Context: an optimization exercise on an open-source flow, tuned for small area, a short achievable clock period and few clock cycles per item. The choices shown serve that exercise and are no tape-out recipe. In this exercise RTL edits were held to simulation tests only and were not proved equivalent to the original. The flow treats the clock pin as an ideal source, which a real chip does not have. Power is estimated from default activity; no workload was simulated.

==> inputs of garnet <==
Design mkMACBuff, start of the top module:
module mkMACBuff (
    input  CLK,
    input  RST_N,
    input  EN_mac,
    output RDY_mac,
    input  [15:0] mac_vectA_0,
    input  [15:0] mac_vectB_0,
    input  [15:0] mac_vectA_1,
    input  [15:0] mac_vectB_1,
    input  [15:0] mac_vectA_2,
    input  [15:0] mac_vectB_2,
    input  [15:0] mac_vectA_3,
    input  [15:0] mac_vectB_3,
    output EN_writeMem,
    output [5:0] writeMem_addr,
    output [33:0] writeMem_val,
    input  EN_blockRead,
    output RDY_blockRead,
    output EN_readMem,
    output [5:0] readMem_addr,
    input  [33:0] readMem_val,
    output VALID_memVal,
    output [33:0] memVal_data
);
clock: 4.5 ns
lec_check: 0
cap_margin: 20
core_margin: 2
core_utilization: 40
setup_slack_margin: 2.0
slew_margin: 20
synth_hierarchical: 1
synth_minimum_keep_size: 0
run.sh (not shown) runs the stock make flow with config.mk's settings and CLKGATE_MAP_FILE= SYNTH_SCRIPT=/design/flow/synth_recipe.tcl, a recipe that flattens the netlist after the stock synthesis.
==> maple (differences from garnet) <==
Settings changed: CTS_CLUSTER_DIAMETER set to 100, CTS_CLUSTER_SIZE set to 20.
==> comparison <==
Between maple and garnet, the lower global-route usage is in maple (gap 0.20 points).
Against garnet, the non-clock buffer count of maple is higher by 4.
In maple the wire length is lower than in garnet, by about 0.7%.
In combinational power, garnet and maple hardly differ.
Against maple, the core utilization of garnet is higher by 1.4 points.
In die area, maple and garnet do not differ.
Setup slack: garnet is higher than maple (28 ps).
In maple the total power is lower than in garnet, by 8.6%.
Flip-flop and latch count is the same in garnet and maple.
Testbench counts of garnet, summed over its fixed seeds: cycles 14,464, items 12,288.
Testbench counts of maple, summed over its fixed seeds: cycles 14,464, items 12,288.

==> inputs of run a <==
mkMACBuff again, from the RTL that the note above started with.
clock: 4.5 ns
lec_check: 0
cap_margin: 20
core_margin: 2
core_utilization: 40
cts_cluster_diameter: 100
cts_cluster_size: 20
setup_slack_margin: 2.15
slew_margin: 20
synth_hierarchical: 1
synth_minimum_keep_size: 0
standard.sh (not shown) runs the stock make flow with config.mk's settings and CLKGATE_MAP_FILE= SYNTH_SCRIPT=/design/flow/synth_recipe.tcl, a recipe that flattens the netlist after the stock synthesis.
==> flow/flow/run.sh <==
#!/bin/bash
# The standard layout (the standard.sh, standard synthesis unchanged), with
# two changes:
#  - the port buffers that global placement inserts on every input and output
#    are buf_2 cells instead of the default choice;
#  - before clock tree synthesis, flow/t1_clock.tcl puts the first tree
#    register bank (t1_*) behind one extra clock buffer: useful skew between
#    register banks inside the datapath (no port-facing register is moved).
# Each ORFS step writes its full log under orfs/logs/; make's own output goes
# to standard.log.
bash standard.sh BUFFER_PORTS_ARGS="-buffer_cell sky130_fd_sc_hd__buf_2" \
  PRE_CTS_TCL="$PWD/flow/t1_clock.tcl" finish > standard.log 2>&1
==> flow/flow/t1_clock.tcl <==
# Hook run before clock tree synthesis: the first tree register bank (t1_*)
# gets its clock through one extra clock buffer, so its clock arrives a
# little later than the other registers' (useful skew between the input
# registers, whose paths to t1 are the longest register-to-register paths,
# and the t2 registers). Only paths between registers are affected: t1
# registers neither take inputs from ports nor drive outputs.
set block [ord::get_db_block]
set clk_net [$block findNet CLK]
set master [[ord::get_db] findMaster sky130_fd_sc_hd__clkbuf_16]
set buf [odb::dbInst_create $block $master skew_t1_clkbuf]
set net [odb::dbNet_create $block skew_t1_clk]
$net setSigType CLOCK
[$buf findITerm A] connect $clk_net
[$buf findITerm X] connect $net
set n 0
set sx 0
set sy 0
foreach inst [$block getInsts] {
  if {[string match "t1_*" [$inst getName]] && [string match "sky130_fd_sc_hd__df*" [[$inst getMaster] getName]]} {
    set it [$inst findITerm CLK]
    $it disconnect
    $it connect $net
    set loc [$inst getLocation]
    incr sx [lindex $loc 0]
    incr sy [lindex $loc 1]
    incr n
  }
}
$buf setLocation [expr {$sx / $n}] [expr {$sy / $n}]
$buf setPlacementStatus PLACED
puts "t1_clock.tcl: moved $n t1 registers to clock net skew_t1_clk"
==> inputs of run b, as changes to run a <==
==> flow/flow/run.sh (replaced) <==
#!/bin/bash
# The standard layout (the standard.sh, standard synthesis unchanged), with
# one change: the port buffers that global placement inserts on every input
# and output are buf_2 cells instead of the default choice.
# Each ORFS step writes its full log under orfs/logs/; make's own output goes
# to standard.log.
bash standard.sh BUFFER_PORTS_ARGS="-buffer_cell sky130_fd_sc_hd__buf_2" finish > standard.log 2>&1
Settings changed: SETUP_SLACK_MARGIN 2.15 to 1.95.
removed: flow/flow/t1_clock.tcl
==> impl_results.md <==
* Status: timing/DRC/antenna clean
* Worst path depth at 4
* Fmax at 387 MHz
* Pre-CTS worst setup slack at 1.48 ns
* Clock group at 4290 uW
* Initial detailed-routing violation count at 2348
* Finished Cell Area at 44300 um^2
* Buffer count from post-CTS setup fixing at 0
* Seq/total area at 32.5%
* Worst setup margin at 1.92 ns
* Gpl congestion at 0.955
* Worst setup path endpoint: t1_s1225
* Final wirelength at 121 mm
* Post-DP HPWL at 95.0 mm
* Number of global-route vias before repair at 26900
* M3 GR Usage at 8.24%
* Cell count of the worst reg-to-reg path at 4
* CP Launch Point: b3_r[14]
* Fraction of standard cell area in multi-input logic at 57.3%
[end of results for run b]
==> impl_results.md <==
* Status: timing/DRC/antenna clean
* Final wirelength at 124 mm
* Finished Cell Area at 44800 um^2
* Fraction of standard cell area in multi-input logic at 56.8%
* Clock group at 4660 uW
* Number of global-route vias before repair at 27100
* Worst path depth at 3
* Fmax at 427 MHz
* Post-DP HPWL at 94.9 mm
* Gpl congestion at 0.947
* Initial detailed-routing violation count at 2245
* Seq/total area at 32.2%
* CP Launch Point: t1_c1244
* Pre-CTS worst setup slack at 1.50 ns
* Worst setup path endpoint: t2_s1769
* M3 GR Usage at 9.02%
* Worst setup margin at 2.16 ns
[end of results for run a]
Testbench counts of run a, summed over its fixed seeds: cycles 14,464, items 12,288.
Testbench counts of run b, summed over its fixed seeds: cycles 14,464, items 12,288.

-- separate check: timing with driven ports --
Ports are ideal in the flow. The routed layouts listed here were re-timed in OpenROAD.
Step 1 assumes that a clkbuf_16 drives the clock port and a buf_2 every other input.
Step 2 moves the port delays by t, midway between the first and last clock arrival at a register: inputs arrive t later, outputs are due t later. That takes back most of the time a late clock gives input paths.
Three values: ideal, step 1, step 2; two values: the first two.
run	t, ns	setup WS [ns]	hold WS [ns]	latest minus earliest clock arrival (ns)
garnet	0.709	1.988 / 1.988 / 1.988	0.325 / 0.325 / 0.325	0.042 / 0.043
maple	0.705	1.960 / 1.960 / 1.960	0.327 / 0.327 / 0.327	0.041 / 0.041
run a	0.898	2.157 / 2.145 / 2.157	0.155 / 0.095 / 0.331	0.233 / 0.232
run b	0.708	1.916 / 1.916 / 1.916	0.260 / 0.216 / 0.331	0.056 / 0.056
After both steps every run listed still meets setup and hold.
